From an optimization exercise on the open Yosys and OpenROAD flow, aimed at small area; shortcuts taken in it are not production practice.
At most, simulation tests tie the RTL to the original design; equivalence was not proved.
No activity file was given, so power comes from the tool's default toggle rates.

==> job 550 <==
// main
module main(
    input clock,
    input [7:0] Instruction,
    input reset,
    output [7:0] read_address,
    output [6:0] BCD_output1,
    output [6:0] BCD_output2,
    output [6:0] BCD_output3,
    output [6:0] BCD_output4
    );
==> flow/config.mk <==
export PLATFORM = sky130hd
export DESIGN_NAME = main
export DESIGN_NICKNAME = main
export VERILOG_FILES = /design/flow/design.v
export SDC_FILE = /design/flow/constraint.sdc
export NUM_CORES = 4
export LEC_CHECK = 0
export CAP_MARGIN = 20
export CORE_MARGIN = 2
export CORE_UTILIZATION = 40
export CTS_BUF_LIST = sky130_fd_sc_hd__clkbuf_8
export CTS_CLUSTER_DIAMETER = 60
export CTS_CLUSTER_SIZE = 20
export SLEW_MARGIN = 20
export SYNTH_HIERARCHICAL = 1
export SYNTH_MINIMUM_KEEP_SIZE = 0
==> flow/constraint.sdc <==
create_clock -name core_clock -period 10.0 [get_ports {clock}]
set_input_delay 2.0000 -clock core_clock [delete_from_list [all_inputs] [get_ports {clock}]]
set_output_delay 2.0000 -clock core_clock [all_outputs]
set_load 0.01 [all_outputs]
run.sh (not shown) runs the stock make flow with config.mk's settings and CLKGATE_MAP_FILE= SYNTH_SCRIPT=/design/flow/synth_recipe.tcl, a recipe that flattens the netlist after the stock synthesis.
==> job 8269: changes against job 550 <==
--- a/flow/design.v
+++ b/flow/design.v
@@ -137,16 +137,16 @@
             ready <= 1'b1;
             if (we_m1) m1b0 <= b[0];
             pc <= pcn;
             r0 <= r0n; r1 <= r1n; r2 <= r2n; r3 <= r3n;
         end
     end
     assign read_address = pc;
-    blk_seg_fast  u_s1 (.v(wd[3:0]), .seg(BCD_output1));
-    blk_seg_fast  u_s2 (.v(wd[7:4]), .seg(BCD_output2));
+    blk_seg_small u_s1 (.v(wd[3:0]), .seg(BCD_output1));
+    blk_seg_small u_s2 (.v(wd[7:4]), .seg(BCD_output2));
     blk_seg_small u_s3 (.v(pc[3:0]), .seg(BCD_output3));
     blk_seg_small u_s4 (.v(pc[7:4]), .seg(BCD_output4));
 endmodule
 module blk_seg_small(input [3:0] v, output [6:0] seg);
     wire n13;
     wire n14;
     wire n15;
@@ -189,65 +189,14 @@
     c_nor2_1 u20 (.A(n29), .B(n17), .Y(n30));
     c_a31oi_1 u21 (.A1(n22), .A2(n18), .A3(n17), .B1(n30), .Y(seg[3]));
     c_nor2_1 u22 (.A(n16), .B(n21), .Y(n31));
     c_nand2_1 u23 (.A(n20), .B(n31), .Y(seg[2]));
     c_o22a_1 u24 (.A1(v[0]), .A2(n23), .B1(n25), .B2(n28), .X(seg[0]));
     c_a32oi_1 u25 (.A1(n22), .A2(n18), .A3(n17), .B1(n24), .B2(v[0]), .Y(seg[6]));
 endmodule
-module blk_seg_fast(input [3:0] v, output [6:0] seg);
-    wire n13;
-    wire n14;
-    wire n15;
-    wire n16;
-    wire n17;
-    wire n18;
-    wire n19;
-    wire n20;
-    wire n21;
-    wire n22;
-    wire n23;
-    wire n24;
-    wire n25;
-    wire n26;
-    wire n27;
-    wire n28;
-    wire n29;
-    wire n30;
-    wire n31;
-    wire n32;
-    wire n33;
-    c_inv_1 u0 (.A(v[0]), .Y(n13));
-    c_inv_1 u1 (.A(v[2]), .Y(n14));
-    c_inv_1 u2 (.A(v[3]), .Y(n15));
-    c_and2_1 u3 (.A(v[1]), .B(v[0]), .X(n16));
-    c_nor2_1 u4 (.A(v[2]), .B(n16), .Y(n17));
-    c_nor2_1 u5 (.A(v[1]), .B(n14), .Y(n18));
-    c_nand3b_1 u6 (.A_N(v[1]), .B(v[0]), .C(v[2]), .Y(n19));
-    c_nand2_1 u7 (.A(v[3]), .B(n19), .Y(n20));
-    c_nor2_1 u8 (.A(v[1]), .B(v[0]), .Y(n21));
-    c_a21bo_1 u9 (.A1(v[1]), .A2(v[0]), .B1_N(v[2]), .X(n22));
-    c_nor2_1 u10 (.A(n14), .B(n21), .Y(n23));
-    c_nor2_1 u11 (.A(n21), .B(n22), .Y(n24));
-    c_o32a_1 u12 (.A1(v[3]), .A2(n21), .A3(n22), .B1(n17), .B2(n20), .X(seg[5]));
-    c_nand2b_1 u13 (.A_N(v[1]), .B(v[0]), .Y(n25));
-    c_a21o_1 u14 (.A1(v[2]), .A2(n25), .B1(n15), .X(n26));
-    c_nand2b_1 u15 (.A_N(v[2]), .B(v[1]), .Y(n27));
-    c_nor2_1 u16 (.A(v[0]), .B(n27), .Y(n28));
-    c_o21ai_1 u17 (.A1(v[3]), .A2(n28), .B1(n26), .Y(seg[4]));
-    c_a21o_1 u18 (.A1(n14), .A2(n25), .B1(v[3]), .X(n29));
-    c_nor2_1 u19 (.A(n14), .B(n15), .Y(n30));
-    c_o21ai_1 u20 (.A1(v[1]), .A2(v[2]), .B1(v[3]), .Y(n31));
-    c_o21ai_1 u21 (.A1(n13), .A2(v[2]), .B1(n22), .Y(n32));
-    c_o22a_1 u22 (.A1(n24), .A2(n29), .B1(n31), .B2(n32), .X(seg[3]));
-    c_o21ai_1 u23 (.A1(v[0]), .A2(n18), .B1(n31), .Y(seg[2]));
-    c_o21a_1 u24 (.A1(v[1]), .A2(v[0]), .B1(n22), .X(n33));
-    c_o21ai_1 u25 (.A1(v[3]), .A2(n33), .B1(n20), .Y(seg[1]));
-    c_a32oi_1 u26 (.A1(n15), .A2(n22), .A3(n27), .B1(n30), .B2(n21), .Y(seg[0]));
-    c_o22a_1 u27 (.A1(n17), .A2(n26), .B1(n29), .B2(n23), .X(seg[6]));
-endmodule
 module blk_dec(input [7:0] I, output is_lw, output is_sw, output is_addj, output [3:0] sa, output [3:0] sb, output [3:0] we);
     wire n25;
     wire n26;
     wire n27;
     wire n28;
     wire n29;
     wire n30;
@@ -390,20 +339,14 @@
     c_and2_1 u70 (.A(ready), .B(n_rlo[3]), .X(n_wlo[3]));
     c_nand4_1 u71 (.A(I[6]), .B(n54), .C(n88), .D(n90), .Y(n_rhi0x));
     c_nand3_1 u72 (.A(n85), .B(n89), .C(n91), .Y(n_rhi[7]));
 endmodule
 module c_a2111o_1(input A1, input A2, input B1, input C1, input D1, output X);
     assign X = (A1&A2) | (B1) | (C1) | (D1);
 endmodule
-module c_a21bo_1(input A1, input A2, input B1_N, output X);
-    assign X = (A1&A2) | (~B1_N);
-endmodule
-module c_a21o_1(input A1, input A2, input B1, output X);
-    assign X = (A1&A2) | (B1);
-endmodule
 module c_a222oi_1(input A1, input A2, input B1, input B2, input C1, input C2, output Y);
     assign Y = (~A1&~B1&~C1) | (~A1&~B1&~C2) | (~A1&~B2&~C1) | (~A2&~B1&~C1) | (~A1&~B2&~C2) | (~A2&~B1&~C2) | (~A2&~B2&~C1) | (~A2&~B2&~C2);
 endmodule
 module c_a22o_1(input A1, input A2, input B1, input B2, output X);
     assign X = (B1&B2) | (A1&A2);
 endmodule
 module c_a31oi_1(input A1, input A2, input A3, input B1, output Y);
@@ -446,37 +389,28 @@
 endmodule
 module c_nand2b_1(input A_N, input B, output Y);
     assign Y = (A_N) | (~B);
 endmodule
 module c_nand3_1(input A, input B, input C, output Y);
     assign Y = (~A) | (~B) | (~C);
 endmodule
-module c_nand3b_1(input A_N, input B, input C, output Y);
-    assign Y = (A_N) | (~B) | (~C);
-endmodule
 module c_nand4_1(input A, input B, input C, input D, output Y);
     assign Y = (~A) | (~B) | (~C) | (~D);
 endmodule
 module c_nor2_1(input A, input B, output Y);
     assign Y = (~A&~B);
 endmodule
-module c_o21a_1(input A1, input A2, input B1, output X);
-    assign X = (A1&B1) | (A2&B1);
-endmodule
 module c_o21ai_1(input A1, input A2, input B1, output Y);
     assign Y = (~A1&~A2) | (~B1);
 endmodule
 module c_o22a_1(input A1, input A2, input B1, input B2, output X);
     assign X = (A1&B1) | (A2&B1) | (A1&B2) | (A2&B2);
 endmodule
 module c_o311a_1(input A1, input A2, input A3, input B1, input C1, output X);
     assign X = (A1&B1&C1) | (A2&B1&C1) | (A3&B1&C1);
 endmodule
-module c_o32a_1(input A1, input A2, input A3, input B1, input B2, output X);
-    assign X = (A1&B1) | (A1&B2) | (A2&B1) | (A3&B1) | (A2&B2) | (A3&B2);
-endmodule
 module c_xnor2_1(input A, input B, output Y);
     assign Y = (~A&~B) | (A&B);
 endmodule
 module c_xor2_1(input A, input B, output X);
     assign X = (A&~B) | (~A&B);
 endmodule
==> flow/flow/run.sh (new file) <==
#!/bin/bash
set -uo pipefail
bash standard.sh 'BUFFER_PORTS_ARGS=-buffer_cell sky130_fd_sc_hd__buf_1' \
  'CTS_ARGS=-sink_clustering_enable -repair_clock_nets -sink_clustering_size 20 -sink_clustering_max_diameter 60 -buf_list sky130_fd_sc_hd__clkbuf_8 -dont_use_dummy_load' \
  finish > standard_sh.log 2>&1
==> flow/standard.sh (new file) <==
#!/bin/bash
# synth_recipe.tcl (not shown) runs the flow's synth.tcl, then flattens the netlist and writes it again
# the make line also repeats each setting of config.mk as NAME=value (left out here)
make -C /OpenROAD-flow-scripts/flow DESIGN_CONFIG=/design/flow/config.mk WORK_HOME=/design/flow/orfs CLKGATE_MAP_FILE= SYNTH_SCRIPT=/design/flow/synth_recipe.tcl "${@:-finish}"
==> flow/config.mk (replaced) <==
export PLATFORM = sky130hd
export DESIGN_NAME = main
export DESIGN_NICKNAME = main
export VERILOG_FILES = /design/flow/design.v
export SDC_FILE = /design/flow/constraint.sdc
export NUM_CORES = 4
export LEC_CHECK = 0
export CAP_MARGIN = 20
export CORE_MARGIN = 2
export CORE_UTILIZATION = 70
export PLACE_DENSITY = 0.78
export SLEW_MARGIN = 20
export SYNTH_HIERARCHICAL = 1
export SYNTH_MINIMUM_KEEP_SIZE = 0
removed: flow/run.sh
==> comparison table <==
	job 550	job 8269
Clkbuf count	25	19
Combinational group share of total power	37.2%	34.0%
Total placed instance area	13400 um2	12600 um2
Synthesized-area fraction occupied by adder cells	2.18%	2.20%
Global routing met3 resource utilization	3.37%	5.84%
Footprint of the multi-input gates	3360 um2	3270 um2
Met3 routed WL	2.40 mm	3.64 mm
Final RePlAce weighted congestion	0.902	0.919
Number of gates on the worst path with buffers counted	21	26
Post-layout min period	9750 ps	9700 ps
Sequential area share after synthesis	71.7%	72.2%
Result of the run	complete, no violations	complete, no violations
Switching share of power	36.2%	37.4%
Number of nets at the end of the flow	940	899
Multiplexer area fraction after synthesis	0.206%	0.208%
Wire length the detailed router placed on met1	13.6 mm	10.8 mm
Final Instance Area	14000 um2	12900 um2
Initial core utilization	40.8%	72.2%
Number of buffers other than clock buffers in the final layout	85	54
Maximum VDD drop	186 uV	260 uV
Cell-internal power	2.68 mW	2.31 mW
Fraction of layout instances using a drive strength above 1	9.77%	5.15%
Number of standard cells in the final layout excluding fillers	1321	1093
For job 550, only the layout was checked, not whether the RTL still works.

[afterwards: timing with drivers on the ports]
No port has a modelled driver above. Below, the same layouts with a new extraction and two added sets of constraints. Step 1: set_driving_cell puts a clkbuf_16 on clock and a buf_2 on each other input, an assumption about the parent block. Step 2 times the ports against the registers' clock, not the clock port: input delays grow and output delays shrink by t, the midpoint of the rising clock arrivals with the driver on. Three values: ideal, step 1, step 2; two values: the first two.
run | t, ns | slack for setup (ns) | worst register clock-pin slew, ns
job 550 | 0.616 | 0.249 / 0.226 / 0.226 | 0.12 / 0.12
job 8269 | 0.558 | 0.297 / 0.276 / 0.276 | 0.12 / 0.12
After both steps every run listed still meets setup and hold. For job 550, which loses most, drivers alone change the setup slack by -0.023 ns; drivers and shift together by -0.023 ns.
